Background: an optimization exercise with open tools, aiming at small area. Do not read the settings as production practice. In this exercise RTL edits were held to simulation tests only and were not proved equivalent to the original.

== run 2 ==
Design FIR2, start of the top module:
module FIR2 (X, clk, Y, reset);
   input  [11:0] X;
   input  clk;
   output [13:0] Y;
   input  reset;
   reg [13:0] Y;
   reg [11:0] d1, d2, d3, d4, d5, d6, d7, d8, d9, d10, d11, d12, d13, d14, d15, d16, d17, d18, d19, d20, d21, d22, d23, d24, d25, d26, d27, d28, d29, d30, d31, d32, d33, d34, d35, d36, d37, d38, d39, d40, d41, d42, d43, d44, d45, d46, d47, d48, d49, d50, d51, d52, d53, d54, d55, d56, d57, d58;
   always @(posedge clk) begin
      d1 <= X;
      d2 <= d1;
      d3 <= d2;
      d4 <= d3;
      d5 <= d4;
      d6 <= d5;
      d7 <= d6;
      d8 <= d7;
      d9 <= d8;
      d10 <= d9;
      d11 <= d10;
      d12 <= d11;
      d13 <= d12;
      d14 <= d13;
      d15 <= d14;
      d16 <= d15;
      d17 <= d16;
      d18 <= d17;
      d19 <= d18;
      d20 <= d19;
      d21 <= d20;
      d22 <= d21;
      d23 <= d22;
      d24 <= d23;
      d25 <= d24;
      d26 <= d25;
      d27 <= d26;
      d28 <= d27;
      d29 <= d28;
      d30 <= d29;
      d31 <= d30;
      d32 <= d31;
      d33 <= d32;
      d34 <= d33;
      d35 <= d34;
      d36 <= d35;
      d37 <= d36;
      d38 <= d37;
      d39 <= d38;
      d40 <= d39;
      d41 <= d40;
      d42 <= d41;
      d43 <= d42;
      d44 <= d43;
      d45 <= d44;
      d46 <= d45;
      d47 <= d46;
      d48 <= d47;
      d49 <= d48;
      d50 <= d49;
      d51 <= d50;
      d52 <= d51;
      d53 <= d52;
      d54 <= d53;
      d55 <= d54;
      d56 <= d55;
      d57 <= d56;
      d58 <= d57;
   end
   reg [5:0] cnt;
   always @(posedge clk or posedge reset)
      if (reset) cnt <= 6'd0;
  ...
clock: 15.0 ns
lec_check: 0
cap_margin: 20
core_margin: 2
core_utilization: 40
cts_buf_list: sky130_fd_sc_hd__clkbuf_8
cts_cluster_diameter: 60
cts_cluster_size: 16
gpl_timing_driven: 0
slew_margin: 20
synth_hierarchical: 1
standard.sh (not shown) runs the stock make flow with config.mk's settings and CLKGATE_MAP_FILE= SYNTH_SCRIPT=/design/flow/synth_recipe.tcl, a recipe that flattens the netlist after the stock synthesis.
==> flow/flow/run.sh <==
#!/bin/bash
# Standard ORFS flow (the standard.sh), with the port buffers that
# buffer_ports inserts on every input and output made the smallest buffer.
set -o pipefail
export BUFFER_PORTS_ARGS="-buffer_cell sky130_fd_sc_hd__buf_1"
bash standard.sh > standard_flow.log 2>&1
Run 2 finished every stage and its layout cleared the timing, design-rule and antenna checks.
What run 5 does differently from run 2 at the input level:
Settings: changing CTS_CLUSTER_DIAMETER from 60 to 80; changing CTS_BUF_LIST from sky130_fd_sc_hd__clkbuf_8 to sky130_fd_sc_hd__clkbuf_16; changing CTS_CLUSTER_SIZE from 16 to 24.
Notes after the runs:
- Relative to run 2, the post-layout minimum cycle time of run 5 is lower by 0.025 ns.
- Run 5 vs. run 2: clock-cell share of area went up by 0.46 points.
- Comparing run 2 against run 5, there is no change at all in synthesized cell count.
- Taking run 2 as the reference, in run 5 summed area of non-filler cells in the final layout increased by about 0.5% relative to the old numbers; clock edge transition at the registers on the reported setup and hold paths held steady; setup slack went up.
- Looking only at number of clock buffers in the layout, and setting everything else aside, the lower value of run 2 and run 5 goes to run 5.

## job 101
Another version of the RTL of FIR2 (not shown whole).
Size in the first run: ~2200 cells after synthesis, about 28 I/O pins, roughly 32000 um^2 of cells after synthesis.
Settings: LEC_CHECK=0, CAP_MARGIN=20, CORE_MARGIN=2, CORE_UTILIZATION=40, CTS_BUF_LIST=sky130_fd_sc_hd__clkbuf_8, CTS_CLUSTER_DIAMETER=60, CTS_CLUSTER_SIZE=16, SLEW_MARGIN=20, SYNTH_HIERARCHICAL=1; clock period 15.0 ns.
Scripts as last shown in full above: flow/flow/run.sh
> inputs changed (job 101 -> job 102)
Settings: CORE_UTILIZATION: 40 -> 55; GPL_TIMING_DRIVEN: unset -> 0.
[summary]
- Lower number of placement rows was reported by job 102, not job 101.
- In job 102 relative to job 101, standard cell core area had gone down by more than a quarter.
- Going from job 101 to job 102, the worst reg2reg path depth was found to have gone down by 1.
- [job 102] fraction of the cycle the final worst path needs rose 1.4 points relative to job 101
- Comparing job 102 and job 101, the lower clock latency on the worst-skew pair was measured on job 102.
Relative to job 102, the following input files were edited for job 103:
Settings: CORE_UTILIZATION: 55 -> 40.
Notes after the runs:
- Going from job 102 to job 103, number of clock-tree buffers in the layout grew slightly.
- Job 103 vs job 102 on via count of the first global-routing pass: job 103 is the higher one.
- Fraction of area in registers ended up 0.39 points lower on job 103 than on job 102.
- Job 103: total wirelength of the detailed-routed design 1.8% below job 102
- Job 102 -> job 103: arrival time of the worst setup path flat
- On share of the clock period used by the worst path after layout, job 103 and job 102 are basically level.
- Relative to job 102, the antenna diode count of job 103 is higher by 1.
Relative to job 103, the following input files were edited for job 104:
Settings: ABC_AREA now 1, previously not set.
### Flow results
Job 104 vs job 103: post-placement worst setup slack down in job 104
Job 104 against job 103: die area closely matched the old numbers, worst setup slack now sits higher.
Met3 track utilization from global routing: higher on job 103
Delta(synthesized cell count, job 104 - job 103) > 0
Mean instance size in the synthesized netlist delta for job 104 relative to job 103: 1.7% lower
From job 103 to job 104 the numbers moved as follows: clock buffer count in the final layout higher, number of global-route vias before repair up 85.
The inputs of job 105 differ from those of job 104 as listed below.
Settings: ABC_AREA removed (was 1); GPL_TIMING_DRIVEN removed (was 0).
==> flow/run.sh (new file) <==
#!/bin/bash
# synth_recipe.tcl (not shown) runs the flow's synth.tcl, then flattens the netlist and writes it again
# the make line also repeats each setting of config.mk as NAME=value (left out here)
make -C /OpenROAD-flow-scripts/flow DESIGN_CONFIG=/design/flow/config.mk WORK_HOME=/design/flow/orfs CLKGATE_MAP_FILE= SYNTH_SCRIPT=/design/flow/synth_recipe.tcl finish
removed: flow/flow/run.sh
removed: flow/standard.sh
Results
- Job 104 → job 105: final non-filler cell area held, worst-skew pair later-pin latency went up 0.02 ns, met1 layer usage reported by global route went down 1.4 points.
- | number of nets in the layout | job 105 vs job 104 | 1.5% lower |

what the ideal ports hide:
How much do the figures lean on ideal ports? The routed layouts below were timed once more, with nothing changed but the port constraints.
Step 1 (the two cells are an assumption about what drives the block):
set clk [get_ports {clk}]
set_driving_cell -lib_cell sky130_fd_sc_hd__clkbuf_16 $clk
set_driving_cell -lib_cell sky130_fd_sc_hd__buf_2 [delete_from_list [all_inputs] $clk]
Step 2 moves the port delays by t, midway between the first and last clock arrival at a register: inputs arrive t later, outputs are due t later. That takes back most of the time a late clock gives input paths.
Slacks: ideal / step 1 / step 2; pairs: ideal / step 1.
run | t, ns | slack for setup (ns) | hold slack, ns | worst register clock-pin slew, ns
run 2 | 0.738 | 0.437 / 0.437 / -0.050 | 0.311 / 0.311 / 0.311 | 0.10 / 0.10
run 5 | 0.652 | 0.462 / 0.462 / -0.011 | 0.314 / 0.314 / 0.314 | 0.09 / 0.09
job 101 | 0.766 | 0.730 / 0.730 / 0.592 | 0.299 / 0.299 / 0.299 | 0.10 / 0.10
job 102 | 0.759 | 0.515 / 0.515 / 0.515 | 0.303 / 0.303 / 0.303 | 0.10 / 0.10
job 103 | 0.748 | 0.514 / 0.514 / 0.514 | 0.300 / 0.300 / 0.300 | 0.11 / 0.11
job 104 | 0.752 | 0.519 / 0.519 / 0.401 | 0.314 / 0.314 / 0.314 | 0.10 / 0.10
job 105 | 0.767 | 0.561 / 0.561 / 0.171 | 0.293 / 0.293 / 0.293 | 0.10 / 0.10
With both steps, setup timing fails in run 2 and run 5, where it was met with ideal ports. For run 2, which loses most, drivers alone change the setup slack by 0.000 ns; drivers and shift together by -0.487 ns.
